What follows belongs to an exercise in optimizing a design on an open flow for small area and a short achievable clock period; a production flow would make more cautious choices. Where RTL was checked, it was by simulation tests only, not by an equivalence proof against the original. No activity file was given, so power comes from the tool's default toggle rates.

// ALU_TOP
module ALU_TOP #(parameter inWidth = 8,
                 parameter outWidth = 16)
(
    input wire [inWidth-1 : 0] A,B,
    input wire [3:0] ALU_FUN,
    input CLK, RST,
    output reg Arith_Enable,Logic_Enable,CMP_Enable,Shift_Enable,
    output wire [outWidth-1:0] Arith_OUT,
    output reg Carry_OUT,Arith_Flag,
    output wire [outWidth-1:0] Logic_OUT,
    output reg Logic_Flag,
    output wire [4-1:0] CMP_OUT,
    output reg CMP_Flag,
    output wire [outWidth-1:0] SHIFT_OUT,
    output reg SHIFT_Flag
);
Size: about 1100 cells after synthesis, ~83 I/O pins, roughly 6500 µm² of cells after synthesis.
clock: 32.0 ns
lec_check: 0
abc_area: 1
cap_margin: 20
core_area: 10 10 170 170
cts_buf_list: sky130_fd_sc_hd__clkbuf_2 sky130_fd_sc_hd__clkbuf_4 sky130_fd_sc_hd__clkbuf_8
die_area: 0 0 180 180
slew_margin: 20
standard.sh (not shown) runs the stock make flow with config.mk's settings and CLKGATE_MAP_FILE= SYNTH_SCRIPT=/design/flow/synth_recipe.tcl, a recipe that flattens the netlist after the stock synthesis.
==> flow/flow/run.sh <==
#!/bin/bash
# The standard layout (standard.sh) with two changes:
#  - synthesis leaves adders to ABC instead of mapping them to the library's
#    full/half-adder cells (ADDER_MAP_FILE empty); registers are unchanged;
#  - the port buffers are the smallest buffer cell instead of a delay cell.
# Each tool's full output is in flow_make.log and orfs/logs/.
set -euo pipefail
bash standard.sh ADDER_MAP_FILE= "BUFFER_PORTS_ARGS=-buffer_cell sky130_fd_sc_hd__buf_1" finish > flow_make.log 2>&1
Rerun with:
--- a/flow/design.v
+++ b/flow/design.v
@@ -174,65 +174,72 @@
     FA u95 (.a(c59), .b(s61), .c(pp5_0), .s(s93), .co(c94));
     FA u98 (.a(c62), .b(s64), .c(s26), .s(s96), .co(c97));
     FA u101 (.a(c65), .b(s67), .c(s32), .s(s99), .co(c100));
     FA u104 (.a(c68), .b(s70), .c(s38), .s(s102), .co(c103));
     FA u107 (.a(c71), .b(s73), .c(s44), .s(s105), .co(c106));
     FA u110 (.a(c74), .b(s76), .c(s50), .s(s108), .co(c109));
     FA u113 (.a(c77), .b(s79), .c(pp7_4), .s(s111), .co(c112));
     FA u116 (.a(c80), .b(s82), .c(pp7_5), .s(s114), .co(c115));
     FA u119 (.a(c83), .b(pp6_7), .c(pp7_6), .s(s117), .co(c118));
     wire [15:0] x = {1'b1, c118, c115, c112, c109, c106, c103, c100, c97, c94, c91, c88, c86, s85, pp0_1, pp0_0};
     wire [15:0] y = {1'b1, pp7_7, s117, s114, s111, s108, s105, s102, s99, s96, s93, s90, s87, pp2_0, pp1_0, 1'b1};
-    wire [16:0] fc;
-    wire [15:0] ns;
-    assign fc[0] = 1'b1;
-    genvar k;
-    generate
-        for (k = 0; k < 16; k = k + 1) begin : cpa
-            FA fa (.a(x[k]), .b(y[k]), .c(fc[k]), .s(ns[k]), .co(fc[k+1]));
-        end
-    endgenerate
-    assign P = ~ns;
+    wire [16:0] t = {x, 1'b1} + {y, 1'b1};
+    assign P = ~t[16:1];
 endmodule
 module DIV8 (
     input  wire [7:0] A, B,
     output wire [7:0] Q
 );
     wire [9:0] b1 = {2'b00, B};
     wire [9:0] b2 = {1'b0, B, 1'b0};
     wire [9:0] b3 = b1 + b2;
     wire [7:0] rem [0:4];
     assign rem[4] = A;
     genvar m;
     generate
         for (m = 3; m >= 0; m = m - 1) begin : s
             localparam W = 8 - 2*m;            
             wire [W-1:0] x = rem[m+1][7:2*m];
-            wire [W:0] d1 = {1'b0, x} - {1'b0, b1[W-1:0]};
-            wire [W:0] d2 = {1'b0, x} - {1'b0, b2[W-1:0]};
-            wire [W:0] d3 = {1'b0, x} - {1'b0, b3[W-1:0]};
+            wire [W:0] d1; RSUB #(W) u1 (.x(x), .y(b1[W-1:0]), .d(d1));
+            wire [W:0] d2; RSUB #(W) u2 (.x(x), .y(b2[W-1:0]), .d(d2));
+            wire [W:0] d3; RSUB #(W) u3 (.x(x), .y(b3[W-1:0]), .d(d3));
             wire c1, c2, c3;
             if (W < 10) begin : hz
                 assign c1 = ~|b1[9:W] & ~d1[W];
                 assign c2 = ~|b2[9:W] & ~d2[W];
                 assign c3 = ~|b3[9:W] & ~d3[W];
             end
             assign Q[2*m+1] = c2;
             assign Q[2*m]   = c3 | (c1 & ~c2);
             if (m != 0) begin : r
                 wire [W-1:0] nx = c3 ? d3[W-1:0] : c2 ? d2[W-1:0] : c1 ? d1[W-1:0] : x;
                 assign rem[m] = {nx, rem[m+1][2*m-1:0]};
             end
         end
     endgenerate
 endmodule
+module RSUB #(parameter W = 2) (
+    input  wire [W-1:0] x, y,
+    output wire [W:0]   d
+);
+    wire [W:0] c;
+    assign c[0] = 1'b1;
+    genvar j;
+    generate
+        for (j = 0; j < W; j = j + 1) begin : b
+            assign d[j]   = x[j] ^ ~y[j] ^ c[j];
+            assign c[j+1] = (x[j] & ~y[j]) | (x[j] & c[j]) | (~y[j] & c[j]);
+        end
+    endgenerate
+    assign d[W] = ~c[W];
+endmodule
 module ALU_TOP #(parameter inWidth = 8,
                  parameter outWidth = 16)
 (
     input wire [inWidth-1 : 0] A,B,
     input wire [3:0] ALU_FUN,
     input CLK, RST,
     output reg Arith_Enable,Logic_Enable,CMP_Enable,Shift_Enable,
     output wire [outWidth-1:0] Arith_OUT,
     output reg Carry_OUT,Arith_Flag,
     output wire [outWidth-1:0] Logic_OUT,
     output reg Logic_Flag,
Fmax decreases by 3.6%. Setup slack got worse by 0.39 ns. Clock skew decreases by 0.0038 ns. Critical path depth decreases by 7. Clock power increases by 19%. Via count decreases by 2.0%. Final cell count decreases by 1.1%.
For the second run of this note, only the layout was checked, not whether the RTL still works.

what the ideal ports hide:
The flow's constraints put no driver on any port. The routed layouts listed below were extracted and timed again, unchanged, in two steps. Step 1 sets driving cells, clkbuf_16 on the clock port and buf_2 on the other inputs (assumed; they add their load-dependent delay and slew). Step 2 also shifts input and output timing later by t, the mid clock arrival at the registers, as if the neighbouring blocks saw the same clock. Three values: no drivers, after step 1, after step 2; two values: the first two.
run	t, ns	setup slack, ns	hold WS [ns]	worst register clock-pin slew, ns
the first run	0.340	21.702 / 21.703 / 21.363	0.446 / 0.446 / 0.446	0.10 / 0.10
the second run	0.332	21.314 / 21.306 / 20.975	0.440 / 0.440 / 0.440	0.09 / 0.09
After both steps setup and hold are still met in every run listed.
